From an optimization exercise on the open Yosys and OpenROAD flow, aimed at small area; shortcuts taken in it are not production practice. The RTL was checked by simulation tests, not by an equivalence proof against the original design.

Setup of the baseline:
Design top_mailbox, start of the top module:
module top_mailbox
    #(
        parameter   [31:0]  W_WIDTH_SYS     =   32  ,
        parameter   [31:0]  N_NUMB_CPU      =   4   ,
        parameter   [31:0]  K_FIFO_DEPTH    =   32  ,
        parameter   [31:0]  WIDTH_ADDR      =   32  ,
        parameter           FIFO_DATA       =   W_WIDTH_SYS + WIDTH_ADDR + 32
    )
    (
        input  wire                                         pclk_i     ,
        input  wire                                         presetn_i  ,
        input  wire [N_NUMB_CPU-1: 0]                       psel_i     ,
        input  wire [N_NUMB_CPU-1: 0]                       penable_i  ,
        input  wire [N_NUMB_CPU-1: 0]                       pwrite_i   ,
        input  wire [N_NUMB_CPU*W_WIDTH_SYS-1:0]            paddr_i    ,
        input  wire [N_NUMB_CPU*WIDTH_ADDR-1:0]             pwdata_i   ,
        output wire [N_NUMB_CPU*W_WIDTH_SYS-1:0]            prdata_o   ,
        output wire [N_NUMB_CPU-1: 0]                       pslverr_o  ,
        output wire [N_NUMB_CPU-1: 0]                       pready_o   ,
        output wire [N_NUMB_CPU-1: 0]                       irq
    );
For scale: ~4900 cells after synthesis, roughly 2600 flip-flops, roughly 410 I/O pins.
==> module reg_model, before the edit <==
module reg_model
    (
        input               clk         ,
        input               rstn        ,
        input       [36:0]  m_tdata_i   ,
        input               m_tvalid_i  ,
        output reg          m_tready_o  ,
        input               req_i       ,
        input       [5:0]   addr_r_i    ,
        input       [1:0]   numb_r_cpu_i,
        output reg  [31:0]  rdata_r_o   ,
        output reg          err_r_o     ,
        output reg  [3:0]   ack_r_o     ,
        output      [3:0]   irq_o
    );
    reg [15:0]          f_busy      ;
    reg [24*32-1:0]     mem         ;
    reg                 f_wr        ;
    reg [1:0]           c_delay     ;
    reg [1:0]           c_delay_w   ;
    reg [31:0]          r_data      ;
    reg [2:0]           r_cls       ;
    reg [1:0]           r_numb      ;
    genvar g;
    generate
        for (g = 0; g < 4; g = g + 1) begin : g_irq
            assign irq_o[g] = |f_busy[4*g +: 4];
        end
    endgenerate
    localparam [1:0] RDY = 2'd0, WR = 2'd1, WAIT = 2'd2, WAIT_RD = 2'd3;
    localparam [1:0] REQ = 2'd0, ERR_ADDR = 2'd1, READ = 2'd2, WAIT_R = 2'd3;
    reg [1:0] state_wr;
    reg [1:0] state_r;
    wire [3:0]  w_slot    = {r_cls[1:0], r_numb};
    wire        w_is_slot = !r_cls[2];
    wire        w_busy    = w_is_slot && f_busy[w_slot];
    wire [4:0]  w_reg     = {r_cls, r_numb};
    wire        w_go      = (state_wr == WR) && (r_cls != 3'd7) && !w_busy;
    wire        w_wdata   = w_go && (r_cls <= 3'd5);
    wire        w_wstat   = w_go && (r_cls <= 3'd4);
    wire        w_inc     = (state_wr == WR) && (r_cls == 3'd7);
    wire [31:0] w_cnt     = mem[32*(20 + r_numb) +: 32] + 32'd1;
    wire        r_big     = addr_r_i[5];
    wire [4:0]  r_a       = addr_r_i[4:0];
    wire        r_bad     = r_big || (r_a[4] && r_a[3]);
    wire        r_own     = !r_big && !r_a[4] && (r_a[3:2] == numb_r_cpu_i);
    reg  [31:0] r_word;
    integer m;
    always @* begin
        r_word = 32'd0;
        for (m = 0; m < 24; m = m + 1)
            if ((m < 16) ? (!r_a[4] && r_a[3:0] == m) : (r_a[4] && r_a[2:0] == m - 16))
                r_word = r_word | mem[32*m +: 32];
    end
    wire        r_clr     = (state_r == READ) && r_own;
    always @(posedge clk)
        if (rstn && state_wr == RDY && m_tvalid_i) begin
            r_data <= m_tdata_i[31:0];
            r_cls  <= m_tdata_i[34:32];
            r_numb <= m_tdata_i[36:35];
        end
    wire [31:0] d_data = {32{rstn}} & r_data;
    wire [31:0] d_cnt  = {32{rstn}} & (w_inc ? w_cnt : r_data);
    generate
        for (g = 0; g < 24; g = g + 1) begin : g_reg
            wire wd = w_wdata && (w_reg == g);
            if (g < 16) begin : g_slot
                always @(posedge clk)
                    if (!rstn || wd) mem[32*g +: 32] <= d_data;
            end else if (g < 20) begin : g_stat
                always @(posedge clk)
                    if (!rstn || wd) mem[32*g+4 +: 28] <= d_data[31:4];
                genvar b;
                for (b = 0; b < 4; b = b + 1) begin : g_bit
                    wire set = w_wstat && (r_cls == g - 16) && (r_numb == b);
                    wire clr = r_clr && (numb_r_cpu_i == g - 16) && (r_a[1:0] == b);
                    always @(posedge clk)
                        if (!rstn || clr || set || wd)
                            mem[32*g+b] <= rstn && !clr && (set || r_data[b]);
                end
            end else begin : g_cnt
                wire inc = w_inc && (r_numb == g - 20);
                if (g == 20) begin : g_set
                    always @(posedge clk)
                        if (!rstn || wd || inc) mem[32*g+4 +: 28] <= d_cnt[31:4];
                    genvar b;
                    for (b = 0; b < 4; b = b + 1) begin : g_bit
                        wire set = w_wstat && (r_cls == 3'd4) && (r_numb == b);
                        always @(posedge clk)
                            if (!rstn || set || wd || inc)
                                mem[32*g+b] <= rstn && (set || d_cnt[b]);
                    end
                end else begin : g_plain
                    always @(posedge clk)
                        if (!rstn || wd || inc) mem[32*g +: 32] <= d_cnt;
                end
            end
        end
    endgenerate
    integer n;
    always @(posedge clk)
        if (!rstn)
            f_busy <= 16'd0;
        else
            for (n = 0; n < 16; n = n + 1) begin
                if (w_go && w_is_slot && w_slot == n)
                    f_busy[n] <= 1'b1;
                if (r_clr && r_a[3:0] == n)
                    f_busy[n] <= 1'b0;
            end
    always @(posedge clk)
        if (!rstn) begin
            m_tready_o  <= 1'b1;
            rdata_r_o   <= 32'd0;
            err_r_o     <= 1'b0;
            ack_r_o     <= 4'd0;
            f_wr        <= 1'b0;
            state_wr    <= RDY;
            state_r     <= REQ;
            c_delay     <= 2'd0;
            c_delay_w   <= 2'd0;
        end else begin
            case (state_wr)
                RDY:
                    if (m_tvalid_i) begin
                        m_tready_o <= 1'b1;
                        state_wr   <= WR;
                    end
                WR: begin
                    m_tready_o <= 1'b0;
                    f_wr       <= 1'b1;
                    if (r_cls != 3'd7 && w_busy)
                        state_wr <= WAIT_RD;
                    else
                        state_wr <= WAIT;
                end
                WAIT: begin
                    f_wr <= 1'b0;
                    if (c_delay_w != 2'b11)
                        c_delay_w <= c_delay_w + 2'd1;
                    else begin
                        c_delay_w <= 2'd0;
                        state_wr  <= RDY;
                    end
                end
                WAIT_RD: begin
                    f_wr <= 1'b0;
                    if (!w_busy)
                        state_wr <= WR;
                end
            endcase
            case (state_r)
                REQ:
                    if (req_i) state_r <= ERR_ADDR;
                ERR_ADDR:
                    if (r_bad) begin
                        ack_r_o[numb_r_cpu_i] <= 1'b1;
                        err_r_o               <= 1'b1;
                        state_r               <= WAIT_R;
                    end else if (!f_wr)
                        state_r <= READ;
                READ: begin
                    rdata_r_o             <= r_word;
                    ack_r_o[numb_r_cpu_i] <= 1'b1;
                    state_r               <= WAIT_R;
                end
                WAIT_R:
                    if (c_delay != 2'b11)
                        c_delay <= c_delay + 2'd1;
                    else begin
                        c_delay               <= 2'd0;
                        ack_r_o[numb_r_cpu_i] <= 1'b0;
                        err_r_o               <= 1'b0;
                        if (!req_i) state_r <= REQ;
                    end
            endcase
        end
endmodule
==> flow/config.mk <==
export PLATFORM = sky130hd
export DESIGN_NAME = top_mailbox
export DESIGN_NICKNAME = top_mailbox
export VERILOG_FILES = /design/flow/design.v
export SDC_FILE = /design/flow/constraint.sdc
export NUM_CORES = 4
export LEC_CHECK = 0
export CAP_MARGIN = 20
export CORE_MARGIN = 2
export CORE_UTILIZATION = 40
export SLEW_MARGIN = 20
==> flow/constraint.sdc <==
create_clock -name core_clock -period 10.0 [get_ports {pclk_i}]
set_input_delay 2.0000 -clock core_clock [delete_from_list [all_inputs] [get_ports {pclk_i}]]
set_output_delay 2.0000 -clock core_clock [all_outputs]
set_load 0.01 [all_outputs]
standard.sh (not shown) runs the stock make flow with config.mk's settings and CLKGATE_MAP_FILE= SYNTH_SCRIPT=/design/flow/synth_recipe.tcl, a recipe that flattens the netlist after the stock synthesis.
==> flow/flow/run.sh <==
#!/bin/bash
# Layout flow: the standard flow (standard synthesis unchanged), with
# two changes to how the layout is built:
#  - ports are buffered with the smallest buffer (sky130_fd_sc_hd__buf_1)
#    instead of the default delay buffer; every port still gets a buffer;
#  - the clock tree clusters up to 25 sinks within 100 um per leaf buffer
#    and adds no dummy loads.
# Each tool's full output is kept under orfs/logs; the output of the make
# run itself goes to standard.log in this folder.
set -e
cp standard.sh standard.sh.log
export BUFFER_PORTS_ARGS="-buffer_cell sky130_fd_sc_hd__buf_1"
export CTS_ARGS="-sink_clustering_enable -repair_clock_nets -dont_use_dummy_load -sink_clustering_size 25 -sink_clustering_max_diameter 100"
bash standard.sh > standard.log 2>&1
The baseline: done, clean on timing, DRC and antenna
Setup changes, the baseline to the candidate
--- a/flow/design.v
+++ b/flow/design.v
@@ -221,34 +221,37 @@
     wire        w_busy    = w_is_slot && f_busy[w_slot];
     wire [4:0]  w_reg     = {r_cls, r_numb};
     wire        w_go      = (state_wr == WR) && (r_cls != 3'd7) && !w_busy;
     wire        w_wdata   = w_go && (r_cls <= 3'd5);
     wire        w_wstat   = w_go && (r_cls <= 3'd4);
     wire        w_inc     = (state_wr == WR) && (r_cls == 3'd7);
-    wire [31:0] w_cnt     = mem[32*(20 + r_numb) +: 32] + 32'd1;
+    wire [1:0]  q_numb    = m_tdata_i[36:35];
+    wire [31:0] q_cnt     = mem[32*(20 + q_numb) +: 32] + 32'd1;
     wire        r_big     = addr_r_i[5];
     wire [4:0]  r_a       = addr_r_i[4:0];
     wire        r_bad     = r_big || (r_a[4] && r_a[3]);
     wire        r_own     = !r_big && !r_a[4] && (r_a[3:2] == numb_r_cpu_i);
-    reg  [31:0] r_word;
+    reg  [23:0] r_sel;
     integer m;
+    always @(posedge clk)
+        for (m = 0; m < 24; m = m + 1)
+            r_sel[m] <= (m < 16) ? (!r_a[4] && r_a[3:0] == m) : (r_a[4] && r_a[2:0] == m - 16);
+    reg  [31:0] r_word;
     always @* begin
         r_word = 32'd0;
         for (m = 0; m < 24; m = m + 1)
-            if ((m < 16) ? (!r_a[4] && r_a[3:0] == m) : (r_a[4] && r_a[2:0] == m - 16))
-                r_word = r_word | mem[32*m +: 32];
+            r_word = r_word | ({32{r_sel[m]}} & mem[32*m +: 32]);
     end
     wire        r_clr     = (state_r == READ) && r_own;
     always @(posedge clk)
         if (rstn && state_wr == RDY && m_tvalid_i) begin
-            r_data <= m_tdata_i[31:0];
+            r_data <= (m_tdata_i[34:32] == 3'd7) ? q_cnt : m_tdata_i[31:0];
             r_cls  <= m_tdata_i[34:32];
             r_numb <= m_tdata_i[36:35];
         end
     wire [31:0] d_data = {32{rstn}} & r_data;
-    wire [31:0] d_cnt  = {32{rstn}} & (w_inc ? w_cnt : r_data);
     generate
         for (g = 0; g < 24; g = g + 1) begin : g_reg
             wire wd = w_wdata && (w_reg == g);
             if (g < 16) begin : g_slot
                 always @(posedge clk)
                     if (!rstn || wd) mem[32*g +: 32] <= d_data;
@@ -264,23 +267,23 @@
                             mem[32*g+b] <= rstn && !clr && (set || r_data[b]);
                 end
             end else begin : g_cnt
                 wire inc = w_inc && (r_numb == g - 20);
                 if (g == 20) begin : g_set
                     always @(posedge clk)
-                        if (!rstn || wd || inc) mem[32*g+4 +: 28] <= d_cnt[31:4];
+                        if (!rstn || wd || inc) mem[32*g+4 +: 28] <= d_data[31:4];
                     genvar b;
                     for (b = 0; b < 4; b = b + 1) begin : g_bit
                         wire set = w_wstat && (r_cls == 3'd4) && (r_numb == b);
                         always @(posedge clk)
                             if (!rstn || set || wd || inc)
-                                mem[32*g+b] <= rstn && (set || d_cnt[b]);
+                                mem[32*g+b] <= rstn && (set || d_data[b]);
                     end
                 end else begin : g_plain
                     always @(posedge clk)
-                        if (!rstn || wd || inc) mem[32*g +: 32] <= d_cnt;
+                        if (!rstn || wd || inc) mem[32*g +: 32] <= d_data;
                 end
             end
         end
     endgenerate
     integer n;
     always @(posedge clk)
Findings:
The critical path class comes out flip-flop to flip-flop in one run and flip-flop to output pin in the other, namely in the baseline and the candidate respectively.
Summary of the comparison: actual transition at the worst max-transition pin is lower in the candidate, relative to the baseline.
Compared to the baseline, the candidate has fraction of area in registers 1.6 points higher.
For the number of distinct library cells after synthesis, the candidate came in 5.3% lower than the baseline did.
From the baseline to the candidate the numbers moved as follows: share of the final layout cell area in multi-input gates went down, critical path depth went down.

========
Another version of the RTL of top_mailbox (not shown whole).
For scale: roughly 7400 cells after synthesis, about 2600 flip-flops, roughly 410 I/O pins, ~0.094 mm2 of cells after synthesis.
// top_mailbox
module top_mailbox
    #(
        parameter   [31:0]  W_WIDTH_SYS     =   32  ,
        parameter   [31:0]  N_NUMB_CPU      =   4   ,
        parameter   [31:0]  K_FIFO_DEPTH    =   32  ,
        parameter   [31:0]  WIDTH_ADDR      =   32  ,
        parameter           FIFO_DATA       =   W_WIDTH_SYS + WIDTH_ADDR + 32
    )
    (
        input  wire                                         pclk_i     ,
        input  wire                                         presetn_i  ,
        input  wire [N_NUMB_CPU-1: 0]                       psel_i     ,
        input  wire [N_NUMB_CPU-1: 0]                       penable_i  ,
        input  wire [N_NUMB_CPU-1: 0]                       pwrite_i   ,
        input  wire [N_NUMB_CPU*W_WIDTH_SYS-1:0]            paddr_i    ,
        input  wire [N_NUMB_CPU*WIDTH_ADDR-1:0]             pwdata_i   ,
        output wire [N_NUMB_CPU*W_WIDTH_SYS-1:0]            prdata_o   ,
        output wire [N_NUMB_CPU-1: 0]                       pslverr_o  ,
        output wire [N_NUMB_CPU-1: 0]                       pready_o   ,
        output wire [N_NUMB_CPU-1: 0]                       irq
    );
Settings: LEC_CHECK=0, CAP_MARGIN=20, CORE_MARGIN=2, CORE_UTILIZATION=40, SLEW_MARGIN=20; clock period 10.0 ns.
run.sh (not shown) runs the stock make flow with config.mk's settings and CLKGATE_MAP_FILE= SYNTH_SCRIPT=/design/flow/synth_recipe.tcl, a recipe that flattens the netlist after the stock synthesis.
Stock flow here: none of the scripts above is used.
The starting point completed without violations.
Rerun with:
--- a/flow/design.v
+++ b/flow/design.v
@@ -35,21 +35,24 @@
     reg         write_o ;
     always @(posedge pclk_i)
         if (presetn_i && state == CHECK_PSEL_PEN && psel_i && penable_i) begin
             addr_o  <= {|paddr_i[31:5], paddr_i[4:0]};
             data_o  <= pwdata_i;
             write_o <= pwrite_i;
         end
+    wire rd_done = (state == REQ_READ) && req_r_o && ack_r_i;
+    always @(posedge pclk_i)
+        if (!presetn_i || rd_done)
+            prdata_o <= {32{presetn_i}} & rdata_i;
     always @(posedge pclk_i)
         if (!presetn_i) begin
             state     <= CHECK_PSEL_PEN;
             req_w_o   <= 1'b0;
             req_r_o   <= 1'b0;
             pready_o  <= 1'b1;
-            prdata_o  <= 32'd0;
             pslverr_o <= 1'b1;
             r_err_i   <= 1'b0;
         end else
             case (state)
                 CHECK_PSEL_PEN: begin
                     pslverr_o <= 1'b0;
                     if (psel_i && penable_i) begin
@@ -79,15 +82,14 @@
                 WRITE_ERR: begin
                     pready_o  <= 1'b1;
                     pslverr_o <= 1'b1;
                     state     <= CHECK_PSEL_PEN;
                 end
                 REQ_READ:
                     if (req_r_o && ack_r_i) begin
-                        prdata_o <= rdata_i;
                         r_err_i  <= err_r_i;
                         req_r_o  <= 1'b0;
                         state    <= ACK_READ;
                     end else
                         req_r_o <= 1'b1;
                 ACK_READ:
                     if (!ack_r_i) state <= READ_RDY;
@@ -231,29 +233,53 @@
     wire        r_clr     = (state_r == READ) && r_own;
     always @(posedge clk)
         if (rstn && state_wr == RDY && m_tvalid_i) begin
             r_data <= m_tdata_i[31:0];
             r_cls  <= m_tdata_i[34:32];
             r_numb <= m_tdata_i[36:35];
         end
-    integer n;
-    always @(posedge clk)
-        if (!rstn)
-            mem <= {24*32{1'b0}};
-        else
-            for (n = 0; n < 24; n = n + 1) begin
-                if (w_wdata && w_reg == n)
-                    mem[32*n +: 32] <= r_data;
-                if (n >= 20 && w_inc && r_numb == n - 20)
-                    mem[32*n +: 32] <= w_cnt;
-                if (n >= 16 && n <= 20 && w_wstat && r_cls == n - 16)
-                    mem[32*n + r_numb] <= 1'b1;
-                if (n >= 16 && n <= 19 && r_clr && numb_r_cpu_i == n - 16)
-                    mem[32*n + r_a[1:0]] <= 1'b0;
+    wire [31:0] d_data = {32{rstn}} & r_data;
+    wire [31:0] d_cnt  = {32{rstn}} & (w_inc ? w_cnt : r_data);
+    generate
+        for (g = 0; g < 24; g = g + 1) begin : g_reg
+            wire wd = w_wdata && (w_reg == g);
+            if (g < 16) begin : g_slot
+                always @(posedge clk)
+                    if (!rstn || wd) mem[32*g +: 32] <= d_data;
+            end else if (g < 20) begin : g_stat
+                always @(posedge clk)
+                    if (!rstn || wd) mem[32*g+4 +: 28] <= d_data[31:4];
+                genvar b;
+                for (b = 0; b < 4; b = b + 1) begin : g_bit
+                    wire set = w_wstat && (r_cls == g - 16) && (r_numb == b);
+                    wire clr = r_clr && (numb_r_cpu_i == g - 16) && (r_a[1:0] == b);
+                    always @(posedge clk)
+                        if (!rstn || clr || set || wd)
+                            mem[32*g+b] <= rstn && !clr && (set || r_data[b]);
+                end
+            end else begin : g_cnt
+                wire inc = w_inc && (r_numb == g - 20);
+                if (g == 20) begin : g_set
+                    always @(posedge clk)
+                        if (!rstn || wd || inc) mem[32*g+4 +: 28] <= d_cnt[31:4];
+                    genvar b;
+                    for (b = 0; b < 4; b = b + 1) begin : g_bit
+                        wire set = w_wstat && (r_cls == 3'd4) && (r_numb == b);
+                        always @(posedge clk)
+                            if (!rstn || set || wd || inc)
+                                mem[32*g+b] <= rstn && (set || d_cnt[b]);
+                    end
+                end else begin : g_plain
+                    always @(posedge clk)
+                        if (!rstn || wd || inc) mem[32*g +: 32] <= d_cnt;
+                end
             end
+        end
+    endgenerate
+    integer n;
     always @(posedge clk)
         if (!rstn)
             f_busy <= 16'd0;
         else
             for (n = 0; n < 16; n = n + 1) begin
                 if (w_go && w_is_slot && w_slot == n)
                     f_busy[n] <= 1'b1;
Die area decreases by 4.0%.
Synthesized cell count decreases by about 40%.
Sequential share of layout area increases by 10 points.
Clock-buffer cell count increases by 2.
Register-to-register slack is worse by 0.08 ns.
Routed wire length decreases by 26%.
Clock skew increases by 0.020 ns.
Synthesized area decreases by about 4%.

## what the ideal ports hide
In the flow no input, the clock included, has a driving cell. The finished layouts below were timed again as built, in two steps.
Step 1 (the two cells are an assumption about what drives the block):
set clk [get_ports {pclk_i}]
set_driving_cell -lib_cell sky130_fd_sc_hd__clkbuf_16 $clk
set_driving_cell -lib_cell sky130_fd_sc_hd__buf_2 [delete_from_list [all_inputs] $clk]
Step 2 also shifts input and output timing later by t, the mid clock arrival at the registers, as if the neighbouring blocks saw the same clock.
Slacks: no drivers / after step 1 / after step 2; pairs: no drivers / after step 1.
| run | t, ns | slack for setup (ns) | hold WS [ns] | worst data-port slew with drivers (ns) |
|---|---|---|---|---|
| the baseline | 0.840 | 5.380 / 5.380 / 5.114 | 0.339 / 0.339 / 0.339 | 0.10 |
| the candidate | 0.825 | 5.431 / 5.341 / 5.357 | 0.350 / 0.350 / 0.350 | 0.14 |
| the first run of note 2 | 1.006 | 5.225 / 5.118 / 4.849 | 0.383 / 0.383 / 0.383 | 0.15 |
| the second run of note 2 | 0.960 | 5.082 / 4.994 / 4.755 | 0.363 / 0.363 / 0.363 | 0.11 |
After both steps setup and hold are still met in every run listed. The setup slack of the first run of note 2, which loses most, moves by -0.107 ns with the drivers and by -0.376 ns with both steps.
